Context: an optimization exercise on an open-source flow, tuned for small area, a short achievable clock period and few clock cycles. The choices shown serve that exercise and are no tape-out recipe. Function was checked by simulation only, so behaviour that the tests miss may differ from the original. No activity file was given, so power comes from the tool's default toggle rates.

## run A
Design y86_pipe, start of the top module:
module y86_pipe(clk, rst, imem_addr, imem_data, dmem_addr, dmem_wdata, dmem_we, dmem_rdata, stat);
Size in the first run: about 5100 cells after synthesis, ~1300 flip-flops.
Settings: LEC_CHECK=0, CAP_MARGIN=20, CORE_MARGIN=2, CORE_UTILIZATION=48, SLEW_MARGIN=20, SYNTH_HIERARCHICAL=1; clock period 28.0 ns.
standard.sh (not shown) runs the stock make flow with config.mk's settings and CLKGATE_MAP_FILE= SYNTH_SCRIPT=/design/flow/synth_recipe.tcl, a recipe that flattens the netlist after the stock synthesis.
==> flow/flow/run.sh <==
#!/bin/bash
# The standard ORFS layout (the standard.sh, unchanged synthesis) with:
#  - repair_timing asked to leave extra setup slack (sized for a faster clock),
#    without gate cloning;
#  - ports buffered with buf_2 cells;
#  - clock tree: larger sink clusters and no dummy balancing loads.
# The log of the ORFS run is kept in standard.log; ORFS's per-step logs are
# under orfs/logs.
set -e
bash standard.sh SETUP_SLACK_MARGIN=21.0 SKIP_GATE_CLONING=1 \
  "BUFFER_PORTS_ARGS=-buffer_cell sky130_fd_sc_hd__buf_2" \
  "CTS_ARGS=-sink_clustering_enable -repair_clock_nets -dont_use_dummy_load -sink_clustering_size 22 -sink_clustering_max_diameter 80" \
  finish > standard.log 2>&1
Testbench counts of run A, summed over its fixed seeds: cycles 14,933.
Input-level comparison between run B and run A:
- PLACE_DENSITY now 0.75, previously not set
Findings:
Across both runs, number of non-clock buffers was higher for run B than for run A.
Between run B and run A, the fmax does not differ in any meaningful way.
Run comparison: run A start point of the critical path imem_data[4]; run B start point of the critical path imem_data[5]
Going from run A to run B, buffer and inverter count on the worst path dropped 2, share of cells above drive strength 1 climbed 0.24 points.
The inputs of run C differ from those of run B as listed below.
- PLACE_DENSITY: 0.75 -> unset
diff --git a/flow/flow/run.sh b/flow/flow/run.sh
--- a/flow/flow/run.sh
+++ b/flow/flow/run.sh
@@ -10,3 +10,3 @@
 bash standard.sh SETUP_SLACK_MARGIN=21.0 SKIP_GATE_CLONING=1 \
-  "BUFFER_PORTS_ARGS=-buffer_cell sky130_fd_sc_hd__buf_2" \
+  "BUFFER_PORTS_ARGS=-buffer_cell sky130_fd_sc_hd__buf_1" \
   "CTS_ARGS=-sink_clustering_enable -repair_clock_nets -dont_use_dummy_load -sink_clustering_size 22 -sink_clustering_max_diameter 80" \
==> run notes <==
Area growth from synthesis to layout: run C < run B
Diff run B and run C: global-route usage over all layers higher in run C
Summary of run C over run B: setup slack went down by 0.0098 ns; sequential share of layout area went up by 0.23 points; via count went down by 1223; first-pass GRT wire length went up by 9200 um.
Run C and run B ended up with roughly the same non-filler instance count after layout.
Power of run B is on par with run C.
Across both runs, post-DP HPWL was higher for run C than for run B.
Compared with run B, run C shows a higher final period demand of the worst path.
Changes in run D relative to run C:
- CORE_UTILIZATION: 48 -> 55
diff --git a/flow/flow/run.sh b/flow/flow/run.sh
--- a/flow/flow/run.sh
+++ b/flow/flow/run.sh
@@ -10,3 +10,3 @@
 bash standard.sh SETUP_SLACK_MARGIN=21.0 SKIP_GATE_CLONING=1 \
-  "BUFFER_PORTS_ARGS=-buffer_cell sky130_fd_sc_hd__buf_1" \
+  "BUFFER_PORTS_ARGS=-buffer_cell sky130_fd_sc_hd__buf_2" \
   "CTS_ARGS=-sink_clustering_enable -repair_clock_nets -dont_use_dummy_load -sink_clustering_size 22 -sink_clustering_max_diameter 80" \
## What came out
Looking at part of the power in the clock network across run D and run C, the one that comes out lower is run D. Run D gives less clock power than run C did. Cells: run D has fewer instances than run C. Via-per-instance ratio came out higher on run D than on run C.
diff inputs: run D => run E
- a change of CORE_UTILIZATION from 55 to 48
diff --git a/flow/flow/run.sh b/flow/flow/run.sh
--- a/flow/flow/run.sh
+++ b/flow/flow/run.sh
@@ -10,4 +10,4 @@
 bash standard.sh SETUP_SLACK_MARGIN=21.0 SKIP_GATE_CLONING=1 \
-  "BUFFER_PORTS_ARGS=-buffer_cell sky130_fd_sc_hd__buf_2" \
-  "CTS_ARGS=-sink_clustering_enable -repair_clock_nets -dont_use_dummy_load -sink_clustering_size 22 -sink_clustering_max_diameter 80" \
+  "BUFFER_PORTS_ARGS=-buffer_cell sky130_fd_sc_hd__buf_1" \
+  "CTS_ARGS=-sink_clustering_enable -repair_clock_nets -dont_use_dummy_load -sink_clustering_size 12 -sink_clustering_max_diameter 50 -buf_list sky130_fd_sc_hd__clkbuf_8" \
   finish > standard.log 2>&1
[summary]
Run E | status: complete | timing, DRC, antenna: pass
Run E vs run D, worst hold slack went down by 0.010 ns.
Total setup violations reported at the end of the flow of run D is on par with run E.
A startpoint of the worst setup timing path of x_selA[11] is what run E shows, while dmem_rdata[50] belongs to run D.
Changes observed in run E relative to run D: static leakage power fell 0.40%; power in the clock group rose about 6%; maximum number of pins on one net before global-route repair fell 4.
Looking at slowest library cell on the worst path, the nand4_1 result is from run D; the o31ai_1 one comes from run E.

## separate check: timing with driven ports
The results above use ideal ports. As a check the final layouts listed here were re-extracted and re-timed, cells and wires unchanged.
Step 1, drivers: a clkbuf_16 drives clk and a buf_2 each remaining input, both assumed.
Step 2 moves the port delays by t, midway between the first and last clock arrival at a register: inputs arrive t later, outputs are due t later. That takes back most of the time a late clock gives input paths.
Slacks: no drivers / after step 1 / after step 2; pairs: no drivers / after step 1.
run	t (ns)	setup slack, ns	worst hold slack (ns)	worst setup path after step 2
run A	0.785	20.813 / 20.840 / 20.055	0.475 / 0.475 / 0.475	input to register
run B	0.785	20.834 / 20.848 / 20.063	0.465 / 0.465 / 0.465	input to register
run C	0.793	20.824 / 20.853 / 20.060	0.463 / 0.463 / 0.463	input to register
run D	0.750	20.653 / 20.710 / 19.960	0.482 / 0.482 / 0.482	input to register
run E	0.977	20.890 / 20.887 / 19.933	0.472 / 0.472 / 0.472	input to register
After both steps every run listed still meets setup and hold. The setup slack of run E, which loses most, moves by -0.003 ns with the drivers and by -0.957 ns with both steps.
